This design comes from an exercise in tuning for small area, a short achievable clock period and few clock cycles per item on the open sky130 flow, not from production work.
Only simulation tests tie the RTL to the original design; equivalence was not proved.

// Reconstructor
module Reconstructor(
    input enable,
    input CLK,
    input reset,
    input [7:0]height,
    input [7:0]width,
    input Vector_sig,
    input [7:0]mv_x,
    input [7:0]addr_x,
    input [7:0]mv_y,
    input [7:0]addr_y,
    output Nxt_block_sig,
    input [1:0]data_type,
    output [15:0]Tindex,
    input [5:0]pdi,
    output [15:0]index,
    output we,
    output [8:0]datax_out,
    output [8:0]datay_out,
    output [5:0]pdo
    );
Size: roughly 540 cells after synthesis, roughly 63 flip-flops, ~120 I/O pins, roughly 5500 sq um of cells after synthesis.
Settings: LEC_CHECK=0, CAP_MARGIN=20, CORE_MARGIN=2, CORE_UTILIZATION=60, CTS_BUF_LIST=sky130_fd_sc_hd__clkbuf_8, CTS_CLUSTER_SIZE=30, PLACE_DENSITY=0.75, SETUP_SLACK_MARGIN=4.5, SLEW_MARGIN=20; clock period 11.0 ns.
standard.sh (not shown) runs the stock make flow with config.mk's settings and CLKGATE_MAP_FILE= SYNTH_SCRIPT=/design/flow/synth_recipe.tcl, a recipe that flattens the netlist after the stock synthesis.
==> flow/flow/run.sh <==
#!/bin/bash
# Standard layout, with every port buffered by sky130_fd_sc_hd__buf_1 and a
# clock tree of clkbuf_8 without dummy loads.
set -euo pipefail
export BUFFER_PORTS_ARGS="-buffer_cell sky130_fd_sc_hd__buf_1"
export CTS_ARGS="-sink_clustering_enable -repair_clock_nets -dont_use_dummy_load -buf_list sky130_fd_sc_hd__clkbuf_8 -sink_clustering_size 30 -sink_clustering_max_diameter 150"
bash standard.sh > standard.log 2>&1
Testbench counts at the start, summed over its fixed seeds: cycles 37,029, vectors 5,350.
Edit:
Settings changed: ABC_CLOCK_PERIOD_IN_PS set to 6000, CORE_UTILIZATION 60 to 40, PLACE_DENSITY 0.75 to 0.6.
The new run completed with no timing, DRC or antenna violations. Worst hold slack gets better by 0.035 ns. Maximum frequency barely changes. Sequential share of layout area drops by 0.46 points.
Edit:
==> flow/flow/run.sh (replaced) <==
#!/bin/bash
# Standard layout, with every port buffered by sky130_fd_sc_hd__buf_1.
set -euo pipefail
export BUFFER_PORTS_ARGS="-buffer_cell sky130_fd_sc_hd__buf_1"
bash standard.sh > standard.log 2>&1
Effect: The new run finished clean. Via count came out higher by 0.45%. Wire length hardly moves. Non-clock buffer count is unchanged. Final cell count came out higher by 0.87%. Clock skew went down by 0.0066 ns. Cell area came out higher by 1.5%.

========
Reconstructor, a different RTL version from the one above (not shown whole).
Size: about 60 flip-flops, roughly 120 I/O pins.
Settings: LEC_CHECK=0, ABC_CLOCK_PERIOD_IN_PS=6000, CAP_MARGIN=20, CORE_MARGIN=2, CORE_UTILIZATION=40, CTS_BUF_LIST=sky130_fd_sc_hd__clkbuf_8, CTS_CLUSTER_SIZE=30, PLACE_DENSITY=0.6, SETUP_SLACK_MARGIN=5, SLEW_MARGIN=20; clock period 11.0 ns.
==> flow/flow/run.sh <==
#!/bin/bash
# Standard layout, with every port buffered by sky130_fd_sc_hd__buf_1 and a
# clock tree of clkbuf_8 without dummy loads.
set -euo pipefail
export BUFFER_PORTS_ARGS="-buffer_cell sky130_fd_sc_hd__buf_1"
export CTS_ARGS="-sink_clustering_enable -repair_clock_nets -dont_use_dummy_load -buf_list sky130_fd_sc_hd__clkbuf_8 -sink_clustering_size 30 -sink_clustering_max_diameter 150"
bash standard.sh > standard.log 2>&1
Testbench counts at the start, summed over its fixed seeds: cycles 37,693, vectors 5,350.
Then changed:
SETUP_SLACK_MARGIN = 4.8   (was 5)
Effect: Worst hold slack gains 24 ps; setup slack gets worse by 85 ps; design area goes down by 3.2%; area after synthesis stays the same; via count falls by 0.41%.
Then changed:
CAP_MARGIN = 0   (was 20)
SETUP_SLACK_MARGIN = 4.9   (was 4.8)
SLEW_MARGIN = 0   (was 20)
After rerunning: Wire length is higher slightly. Count of clock-buffer cells in the layout does not change. Area after synthesis stays the same. Cell count is unchanged. Hold slack degrades by 7.5 ps. Via count fell slightly. Die area is unchanged.
Then changed:
ABC_AREA = 1   (was default)
ABC_CLOCK_PERIOD_IN_PS = default   (was 6000)
CAP_MARGIN = 20   (was 0)
SETUP_SLACK_MARGIN = 4.5   (was 4.9)
SLEW_MARGIN = 20   (was 0)
=>
- cell count went up by roughly a tenth
- fmax went down by a few percent
- non-clock buffer count went down by 3
- worst setup slack degrades by 290 ps
Then changed:
ABC_AREA = default   (was 1)
ABC_CLOCK_PERIOD_IN_PS = 6000   (was default)
=> The changed run finished with timing, DRC and antenna clean. Cell area is about the same. Wire length drops by a few percent. Core utilization drops by 0.16 points. Synthesized cell count drops by roughly a tenth.

========
Reconstructor, a different RTL version from the one above (not shown whole).
Size in the first run: ~660 cells after synthesis, roughly 120 I/O pins, roughly 6200 sq um of cells after synthesis.
==> flow/design.v (excerpt) <==
module Reconstructor(
    input enable,
    input CLK,
    input reset,
    input [7:0]height,
    input [7:0]width,
    input Vector_sig,
    input [7:0]mv_x,
    input [7:0]addr_x,
    input [7:0]mv_y,
    input [7:0]addr_y,
    output Nxt_block_sig,
    input [1:0]data_type,
    output [15:0]Tindex,
    input [5:0]pdi,
    output [15:0]index,
    output we,
    output [8:0]datax_out,
    output [8:0]datay_out,
    output [5:0]pdo
    );
localparam IDLE = 3'd0, WAIT = 3'd1, S1 = 3'd2, RD0 = 3'd3, CMP = 3'd4, RD = 3'd5;
reg [2:0] state;
reg [15:0] I, N;          
reg jxN, jyN, nval;       
reg [4:0] preg;           
reg [1:0] btype;
reg [7:0] ry0, rx0;
reg hasx, hasy;
always @(posedge CLK) begin
  ry0 <= addr_y + mv_y[7:2];
  rx0 <= addr_x + mv_x[7:2];
  hasx <= |mv_x[1:0];
  hasy <= |mv_y[1:0];
end
function [4:0] oa;
  input jx, jy;
  input [1:0] rx, ry;
  reg [2:0] cx, cy;
  begin
    cx = jx ? {1'b0, rx} : (rx == 2'd0 ? 3'd4 : {1'b0, 2'd0 - rx});
    cy = jy ? {1'b0, ry} : (ry == 2'd0 ? 3'd4 : {1'b0, 2'd0 - ry});
    oa = cx * cy;
  end
endfunction
wire s_cmp = (state == CMP);
wire s_rd0 = (state == RD0);
wire wr = s_cmp & ({1'b0, preg} > pdi);
wire last = ~nval;
wire adv = s_rd0 | (s_cmp & ~last);    
wire nx_v = (~jxN & hasx) | (~jyN & hasy);
wire nx_x = ~jxN & hasx;
wire nx_y = (~jxN & hasx) ? jyN : 1'b1;
wire tmode = (state == IDLE) | (state == WAIT) | (s_cmp & last);
wire tgt_x = (state == S1) ? 1'b0 : (state == RD) ? jxN : nx_x;
wire tgt_y = (state == S1) ? 1'b0 : (state == RD) ? jyN : nx_y;
wire [7:0] op = tmode ? addr_y : ry0 + {7'd0, tgt_y};
  ...
==> flow/config.mk <==
export PLATFORM = sky130hd
export DESIGN_NAME = Reconstructor
export DESIGN_NICKNAME = Reconstructor
export VERILOG_FILES = /design/flow/design.v
export SDC_FILE = /design/flow/constraint.sdc
export NUM_CORES = 4
export LEC_CHECK = 0
export ABC_CLOCK_PERIOD_IN_PS = 6000
export CAP_MARGIN = 20
export CORE_MARGIN = 2
export CORE_UTILIZATION = 40
export CTS_BUF_LIST = sky130_fd_sc_hd__clkbuf_8
export CTS_CLUSTER_SIZE = 30
export PLACE_DENSITY = 0.6
export SETUP_SLACK_MARGIN = 5
export SLEW_MARGIN = 20
==> flow/constraint.sdc <==
create_clock -name core_clock -period 11.0 [get_ports {CLK}]
set_input_delay 2.2000 -clock core_clock [delete_from_list [all_inputs] [get_ports {CLK}]]
set_output_delay 2.2000 -clock core_clock [all_outputs]
set_load 0.01 [all_outputs]
==> flow/flow/run.sh <==
#!/bin/bash
# Standard layout, with every port buffered by sky130_fd_sc_hd__buf_1.
set -euo pipefail
export BUFFER_PORTS_ARGS="-buffer_cell sky130_fd_sc_hd__buf_1"
bash standard.sh > standard.log 2>&1
Testbench counts at the start, summed over its fixed seeds: cycles 37,029, vectors 5,350.
Next try:
Settings changed: SETUP_SLACK_MARGIN 5 to 4.
Result:
- The new run completed without violations
- final area fell by about 15%
- core utilization fell by 8.0 points
- maximum frequency fell by about 9%

-- re-timing with driven ports --
The results above use ideal ports. As a check the final layouts listed here were re-extracted and re-timed, cells and wires unchanged. Step 1 (the two cells are an assumption about what drives the block):
set clk [get_ports {CLK}]
set_driving_cell -lib_cell sky130_fd_sc_hd__clkbuf_16 $clk
set_driving_cell -lib_cell sky130_fd_sc_hd__buf_2 [delete_from_list [all_inputs] $clk]
Step 2 moves the port delays by t, midway between the first and last clock arrival at a register: inputs arrive t later, outputs are due t later. That takes back most of the time a late clock gives input paths. Three values: no drivers, after step 1, after step 2; two values: the first two.
| run | t (ns) | setup slack, ns | hold slack, ns |
|---|---|---|---|
| the first run of note 1 | 0.361 | 4.656 / 4.664 / 4.308 | 0.426 / 0.426 / 0.426 |
| the second run of note 1 | 0.374 | 4.649 / 4.624 / 4.342 | 0.461 / 0.461 / 0.461 |
| the third run of note 1 | 0.380 | 4.651 / 4.626 / 4.342 | 0.464 / 0.464 / 0.464 |
| the first run of note 2 | 0.387 | 5.092 / 5.089 / 4.725 | 0.475 / 0.475 / 0.475 |
| the second run of note 2 | 0.383 | 5.007 / 5.006 / 4.637 | 0.499 / 0.499 / 0.499 |
| the third run of note 2 | 0.388 | 5.060 / 5.045 / 4.689 | 0.492 / 0.492 / 0.492 |
| the fourth run of note 2 | 0.385 | 4.767 / 4.776 / 4.391 | 0.395 / 0.395 / 0.395 |
| the fifth run of note 2 | 0.384 | 4.830 / 4.841 / 4.457 | 0.498 / 0.498 / 0.498 |
| the first run of note 3 | 0.389 | 4.916 / 4.892 / 4.567 | 0.463 / 0.463 / 0.463 |
| the second run of note 3 | 0.375 | 4.331 / 4.336 / 3.961 | 0.466 / 0.466 / 0.466 |
After both steps setup and hold are still met in every run listed. The setup slack of the fourth run of note 2, which loses most, moves by +0.009 ns with the drivers and by -0.376 ns with both steps.
